This design comes from an exercise in tuning for small area, a short achievable clock period and few clock cycles on the open sky130 flow, not from production work. The RTL was checked by simulation tests, not by an equivalence proof against the original design. Power is estimated from default activity; no workload was simulated.

## flow/design.v (module list and top-level ports; edited modules follow where they fit)
// module mac_pair: 202 lines
// module mac_sum: 256 lines
// module quant_tree: 409 lines
// module gemv_top: 379 lines
module gemv_top (
    input  logic        clk,
    input  logic        rst,
    input  logic        start,
    input  logic [9:0]  rows,
    input  logic [9:0]  cols,
    input  logic        x_tile_valid,
    input  logic [63:0] x_tile_in,
    output logic        x_tile_ready,
    input  logic        bias_tile_valid,
    input  logic [63:0] bias_tile_in,
    output logic        bias_tile_ready,
    input  logic        w_valid,
    input  logic [63:0] w_tile_row_in,
    output logic        w_ready,
    output logic        y_tile_valid,
    output logic [63:0] y_tile_out,
    output logic [9:0]  y_tile_idx,
    input  logic        y_tile_ready,
    output logic        tile_done,
    output logic        done
);
  // ...
==> flow/flow/run.sh <==
#!/bin/bash
# Layout flow: the standard layout (standard.sh, standard synthesis
# unchanged), with timing repair aimed at a tighter setup slack than the flow
# settings allow, gate sizing not limited to cells of the same footprint, and
# the port buffers made with buf_4. The make output goes to flow_standard.log;
# ORFS's own step logs stay under orfs/logs.
set -euo pipefail
bash standard.sh SETUP_SLACK_MARGIN=6.4 MATCH_CELL_FOOTPRINT=0 \
    "BUFFER_PORTS_ARGS=-buffer_cell sky130_fd_sc_hd__buf_4" finish > flow_standard.log 2>&1
==> flow/standard.sh <==
#!/bin/bash
# synth_recipe.tcl (not shown) runs the flow's synth.tcl, then flattens the netlist and writes it again
# the make line also repeats each setting of config.mk as NAME=value (left out here)
make -C /OpenROAD-flow-scripts/flow DESIGN_CONFIG=/design/flow/config.mk WORK_HOME=/design/flow/orfs CLKGATE_MAP_FILE= SYNTH_SCRIPT=/design/flow/synth_recipe.tcl "${@:-finish}"
==> flow/config.mk <==
export PLATFORM = sky130hd
export DESIGN_NAME = gemv_top
export DESIGN_NICKNAME = gemv_top
export VERILOG_FILES = /design/flow/design.v
export SDC_FILE = /design/flow/constraint.sdc
export NUM_CORES = 4
export LEC_CHECK = 0
export CAP_MARGIN = 20
export CORE_MARGIN = 2
export CORE_UTILIZATION = 40
export CTS_BUF_LIST = sky130_fd_sc_hd__clkbuf_8 sky130_fd_sc_hd__clkbuf_16
export CTS_CLUSTER_DIAMETER = 60
export CTS_CLUSTER_SIZE = 35
export SLEW_MARGIN = 20
==> flow/constraint.sdc <==
create_clock -name core_clock -period 10.0 [get_ports {clk}]
set_input_delay 2.0000 -clock core_clock [delete_from_list [all_inputs] [get_ports {clk}]]
set_output_delay 2.0000 -clock core_clock [all_outputs]
set_load 0.01 [all_outputs]
==> run summary, run 1 <==
# TYPE chip_impl_metric gauge
chip_impl_metric{name="switchingPower",unit="uW"} 20200
chip_impl_metric{name="cts_setup_buffers",unit=""} 36
chip_impl_metric{name="yosysWarningCount",unit=""} 11
chip_impl_info{name="cp_common_cell",value="sky130_fd_sc_hd__buf_6"} 1
chip_impl_info{name="timing.hold.worst.start",value="xr[2][45]$_DFF_P_"} 1
chip_impl_metric{name="place.gp.congestion",unit=""} 0.870
chip_impl_metric{name="layout_cell_area_excl_fill",unit="um^2"} 143000
chip_impl_metric{name="synthXorXnorAreaFrac",unit="%"} 4.78
chip_impl_metric{name="worst_slew_pin_slew",unit="ns"} 1.08
chip_impl_metric{name="post_drt_wl_per_cell",unit="um"} 19.6
chip_impl_info{name="top_power_group",value="registers"} 1
chip_impl_metric{name="design.die.area",unit="um^2"} 324000
chip_impl_metric{name="yosys.cell_types.count",unit=""} 88
chip_impl_metric{name="grt_remaining_overflow",unit=""} 0
chip_impl_metric{name="drtIter0Drc",unit=""} 5392
chip_impl_metric{name="finish.cell_count_without_fillers",unit=""} 12900
chip_impl_metric{name="finalHoldWorstSlack",unit="ns"} 0.303
chip_impl_metric{name="global_route.usage.met2",unit="%"} 24.7
chip_impl_metric{name="pre_cts_slack",unit="ns"} 5.62
chip_impl_metric{name="cellPowerDensity",unit="nW/um^2"} 386
chip_impl_metric{name="total_via_count_after_detailed_routing",unit=""} 64500
chip_impl_info{name="outcome",value="complete, no violations"} 1
chip_impl_metric{name="io_pins",unit=""} 299
chip_impl_metric{name="post-route-min-period",unit="ns"} 3.68
chip_impl_info{name="timing.critical_path.from_type",value="flip-flop"} 1
chip_impl_metric{name="cts_hold_buf",unit=""} 0
chip_impl_metric{name="tritoncts_num_sinks",unit=""} 3423
chip_impl_metric{name="cp.depth",unit=""} 16
chip_impl_metric{name="layout.nets",unit=""} 9551
chip_impl_info{name="r2r_start",value="dcnt[0]$_DFFE_PP0P_"} 1
chip_impl_metric{name="worst-path-max-fanout",unit=""} 5
chip_impl_metric{name="nNonClkBuffers",unit=""} 424
Testbench counts, summed over its fixed seeds: cycles 10,902.
==> run 2, diff against run 1 <==
--- a/flow/config.mk
+++ b/flow/config.mk
@@ -8,7 +8,4 @@
 export CAP_MARGIN = 20
 export CORE_MARGIN = 2
 export CORE_UTILIZATION = 40
-export CTS_BUF_LIST = sky130_fd_sc_hd__clkbuf_8 sky130_fd_sc_hd__clkbuf_16
-export CTS_CLUSTER_DIAMETER = 60
-export CTS_CLUSTER_SIZE = 35
 export SLEW_MARGIN = 20
==> run 2 against run 1 <==
Compared with the run above: largest cell class unchanged; register-to-register slack got worse by 0.03 ns; routed wire length rose by 2.0%; count of clock-buffer cells in the layout grew 267; power increased by 6.4%; critical path type unchanged; highest routed layer unchanged; cell area is 3.0% higher; still clean.
==> run summary, run 2 <==
# TYPE chip_impl_metric gauge
chip_impl_metric{name="grt_first_pass_wirelength",unit="um"} 400000
chip_impl_metric{name="timing.final.max_slew_violations",unit=""} 0
chip_impl_metric{name="die_width",unit="um"} 570
chip_impl_info{name="top_register",value="st"} 1
chip_impl_metric{name="overall_global_routing_usage",unit="%"} 15.7
chip_impl_metric{name="rows",unit=""} 207
chip_impl_metric{name="fin_worst_skew",unit="ns"} 0.0574
chip_impl_metric{name="internal_power",unit="uW"} 38400
chip_impl_metric{name="power.share.combinational",unit="%"} 36.3
chip_impl_metric{name="fp.coreArea",unit="um^2"} 318000
chip_impl_metric{name="grt_antenna_before_repair",unit=""} 20
chip_impl_info{name="min_path_type",value="flip-flop to flip-flop"} 1
chip_impl_metric{name="clock.fmax",unit="MHz"} 270
chip_impl_metric{name="final-setup-viol-count",unit=""} 0
chip_impl_metric{name="rr_worst_depth",unit=""} 13
chip_impl_metric{name="post_drt_wl_per_cell",unit="um"} 19.6
chip_impl_metric{name="antenna_violating_nets_post_route",unit=""} 0
chip_impl_metric{name="groute.layer.met1.usage",unit="%"} 21.8
chip_impl_metric{name="total_via_count_after_detailed_routing",unit=""} 65800
chip_impl_info{name="synth.top_cells.by_area",value="sky130_fd_sc_hd__edfxtp_1, sky130_fd_sc_hd__dfxtp_1, sky130_fd_sc_hd__fa_1"} 1
chip_impl_info{name="critPathCaptureType",value="flip-flop"} 1
chip_impl_metric{name="yosysWarningCount",unit=""} 11
chip_impl_metric{name="cp.depth",unit=""} 13
chip_impl_metric{name="arrival",unit="ns"} 4.29
chip_impl_metric{name="power.static_leakage",unit="uW"} 0.0558
chip_impl_metric{name="grt_use_met3",unit="%"} 2.72
chip_impl_metric{name="yosys.cell_types.count",unit=""} 88
chip_impl_metric{name="power_frac_clock",unit="%"} 21.7
chip_impl_metric{name="cellPowerDensity",unit="nW/um^2"} 399
chip_impl_info{name="final_cell_mix",value="sky130_fd_sc_hd__edfxtp_1, sky130_fd_sc_hd__dfxtp_1, sky130_fd_sc_hd__inv_1"} 1
chip_impl_metric{name="cap_viol_max_count",unit=""} 0
chip_impl_metric{name="numPlacedInstances",unit=""} 12500
chip_impl_metric{name="design.die.area",unit="um^2"} 324000
chip_impl_metric{name="finish.cell_count_without_fillers",unit=""} 13200
chip_impl_metric{name="layout.nets",unit=""} 9719
chip_impl_metric{name="clock_latency",unit="ns"} 0.89
chip_impl_metric{name="buffer_ports.inserted",unit=""} 285
chip_impl_metric{name="drt_pre_antenna_iters",unit=""} 10
chip_impl_info{name="critical-path-slowest-cell",value="sky130_fd_sc_hd__fa_1"} 1
chip_impl_metric{name="drtIter0Drc",unit=""} 5493
chip_impl_info{name="crit_path_cell_chain",value="fa_1 -> ha_4 -> a21o_1 -> a221o_1 -> a211oi_4 -> buf_6 -> a311oi_4 -> a2111oi_4 -> o31ai_4 -> a21oi_4 -> xor2_4 -> buf_12 -> o21ai_2"} 1
chip_impl_info{name="synth_top_cell_by_area",value="sky130_fd_sc_hd__edfxtp_1"} 1
chip_impl_info{name="commonest_non_fill_non_tap_cell_in_the_layout",value="sky130_fd_sc_hd__edfxtp_1"} 1
chip_impl_info{name="top_regs",value="st x1472, xr x1024, we x96"} 1
chip_impl_metric{name="grt_max_degree",unit=""} 191
chip_impl_metric{name="layout.core_utilization",unit="%"} 46.2
chip_impl_metric{name="layout-drive-gt1-share",unit="%"} 16.1
chip_impl_info{name="timing.critical_path.from_type",value="flip-flop"} 1
chip_impl_metric{name="die_height",unit="um"} 570
chip_impl_metric{name="pre_cts_slack",unit="ns"} 5.62
chip_impl_metric{name="syn2layout_area_growth",unit="%"} 14.9
chip_impl_metric{name="tritoncts_num_sinks",unit=""} 3423
chip_impl_metric{name="timing.final.hold_violations",unit=""} 0
chip_impl_metric{name="period_share",unit="%"} 37.1
chip_impl_metric{name="netlist_instances",unit=""} 8408
chip_impl_info{name="tritoncts_clock_tree",value="yes"} 1
chip_impl_metric{name="pwr-share-seq",unit="%"} 42.0
chip_impl_metric{name="cpPeakStageDelay",unit="ns"} 0.58
chip_impl_metric{name="postSynth.asyncResetShare",unit="%"} 1.75
chip_impl_info{name="synth_common_cells",value="sky130_fd_sc_hd__edfxtp_1, sky130_fd_sc_hd__dfxtp_1, sky130_fd_sc_hd__inv_1"} 1
chip_impl_metric{name="synth_area",unit="um^2"} 128000
chip_impl_metric{name="routed_wl",unit="um"} 259000
chip_impl_metric{name="global_route.usage.met2",unit="%"} 25.0
chip_impl_info{name="critPathKind",value="flip-flop to flip-flop"} 1
chip_impl_info{name="cts_root_buf",value="sky130_fd_sc_hd__clkbuf_16"} 1
chip_impl_metric{name="htree_num_levels",unit=""} 5
chip_impl_metric{name="cts_inserted_buffers",unit=""} 340
chip_impl_info{name="yosysMostFrequentCell",value="sky130_fd_sc_hd__edfxtp_1"} 1
chip_impl_info{name="synth_ff_type",value="sky130_fd_sc_hd__edfxtp_1"} 1
chip_impl_metric{name="io_pins",unit=""} 299
chip_impl_metric{name="drc",unit=""} 0
chip_impl_metric{name="worst-endpoint-required",unit="ns"} 10.59
chip_impl_metric{name="routed_via_density",unit=""} 4.97
chip_impl_metric{name="first_global_vias",unit=""} 67200
chip_impl_metric{name="max-vdd-ir-drop",unit="mV"} 0.321
chip_impl_metric{name="finalHoldWorstSlack",unit="ns"} 0.299
chip_impl_metric{name="clk_pin_slew_worst_paths",unit="ns"} 0.06
chip_impl_metric{name="worst_slew_pin_slew",unit="ns"} 1.09
chip_impl_metric{name="area_share_of_the_largest_cell_type_after_synthesis",unit="%"} 43.8
chip_impl_info{name="rsz0062_at_grt",value="true"} 1
chip_impl_metric{name="max-slew-margin-rel",unit="%"} 27.4
chip_impl_info{name="path_delay_family",value="compound AO/OA/AOI/OAI gates"} 1
chip_impl_metric{name="finalSetupTns",unit="ns"} 0
chip_impl_metric{name="place.gp.congestion",unit=""} 0.870
chip_impl_metric{name="ys_ff_latch",unit=""} 3423
chip_impl_metric{name="hold_critical_path_depth",unit=""} 0
chip_impl_metric{name="grt_remaining_overflow",unit=""} 0
chip_impl_metric{name="yosysSeqAreaShare",unit="%"} 68.4
chip_impl_metric{name="initial_core_util",unit="%"} 40.2
chip_impl_metric{name="syn-mean-instance-area",unit="um^2"} 15.2
chip_impl_metric{name="number_of_flip_flops_under_the_largest_register_name",unit=""} 1472
chip_impl_metric{name="clockBufferDepth",unit=""} 4
chip_impl_metric{name="worst-path-max-fanout",unit=""} 8
chip_impl_metric{name="post-route-min-period",unit="ns"} 3.71
chip_impl_metric{name="power_switching_share",unit="%"} 34.6
chip_impl_metric{name="synth_enable_flop_cells",unit=""} 1867
chip_impl_metric{name="final_critical_path_setup_slack",unit="ns"} 6.29
chip_impl_info{name="outcome",value="complete, no violations"} 1
chip_impl_metric{name="switchingPower",unit="uW"} 20300
chip_impl_info{name="peak_usage_layer_in_the_global_routing_report",value="met2"} 1
chip_impl_metric{name="place_hpwl",unit="um"} 172000
chip_impl_metric{name="crit_buf_inv",unit=""} 2
-- run 2: cell count changes in the layout (fill, tap and decap cells not counted), sizes merged --
cell and delta:
inv -54, clkinvlp +10, bufinv +22, buf +18, clkbuf +266, clkinv +31, diode -1
-- run 2: what timing repair did --
item / CTS / global route
endpoints found under the setup margin: 105 / 138
gates resized for setup: 73 / 89
cloned: 2 / 0
pin swaps: 52 / 32
hold buffers: 0 / 0
setup buffers: 46 / 21
-- run 2: cell type report --
class	count	area, um^2
Fill cell	27500	171000
Timing Repair Buffer	441	3530
Multi-Input combinational cell	3926	36900
Sequential cell	3423	87600
Inverter	639	2400
Clock buffer	459	9420
Tap cell	4180	5230
Antenna cell	5	12.5
Clock inverter	157	1860
-- run 2: cells by family (layout without fill, tap and decap cells) --
group	after synthesis	in the layout	synth area share (%)
buffers and inverters	1065	1696	3.17
muxes	442	442	3.96
and+or+nand+nor	831	831	3.08
DFF	3423	3423	68.4
xor gates and xnor gates	697	697	4.78
AOI/OAI and AO/OA	1220	1220	6.94
other	1	12	0.00293
adders and majority gates	729	729	9.66
-- run 2: power by group through the flow --
stage / Clock (uW) / Combinational, uW / Sequential [uW]
6_report: 12700 / 21300 / 24700
5_1_grt: 13600 / 24500 / 25200
4_1_cts: 13100 / 21500 / 24700
3_5_place_dp: 0 / 20400 / 24900
3_3_place_gp: 0 / 20100 / 24800
2_1_floorplan: 0 / 13800 / 23800
-- run 2: worst paths after layout --
kind	startpoint	slack [ns]	to
setup / recovery	qd[9]$_DFF_P_	6.29	asm_r[53]$_DFFE_PP_
hold / removal	xr[7][14]$_DFF_P_	0.30	xr[8][14]$_DFF_P_
setup reg to reg	qd[9]$_DFF_P_	6.29	asm_r[53]$_DFFE_PP_
hold reg to reg	xr[7][14]$_DFF_P_	0.30	xr[8][14]$_DFF_P_
max in group asynchronous	rst	7.88	sh$_DFFE_PP0P_
min in group asynchronous	rst	1.43	acomp$_DFFE_PP0P_
-- run 2: per-stage QoR --
| stage | power (uW) | instance area (um^2) |
|---|---|---|
| after global placement | 44800 | 134000 |
| final | 58700 | 147000 |
| after detailed placement | 45400 | 134000 |
| after CTS | 59300 | 146000 |
| after global routing | 63300 | 147000 |
| after floorplan | 37600 | 128000 |
-- run 2: routing by layer --
layer  vias to the layer above  wire, um
li1                      30500         -
met1                     33100    118000
met2                      1686    119000
met3                       523     13200
met4                        22      8110
met5                         -       146

-- what the ideal ports hide --
No port has a modelled driver above. Below, the same layouts with a new extraction and two added sets of constraints. Step 1 sets driving cells, clkbuf_16 on the clock port and buf_2 on the other inputs (assumed; they add their load-dependent delay and slew). Step 2 times the ports against the registers' clock, not the clock port: input delays grow and output delays shrink by t, the midpoint of the rising clock arrivals with the driver on. Slacks: ideal / step 1 / step 2; pairs: ideal / step 1.
run	shift t [ns]	setup slack, ns	worst register clock-pin slew, ns
run 1	0.966	6.320 / 6.320 / 6.320	0.12 / 0.12
run 2	0.949	6.294 / 6.294 / 6.294	0.07 / 0.07
After both steps setup and hold are still met in every run listed.
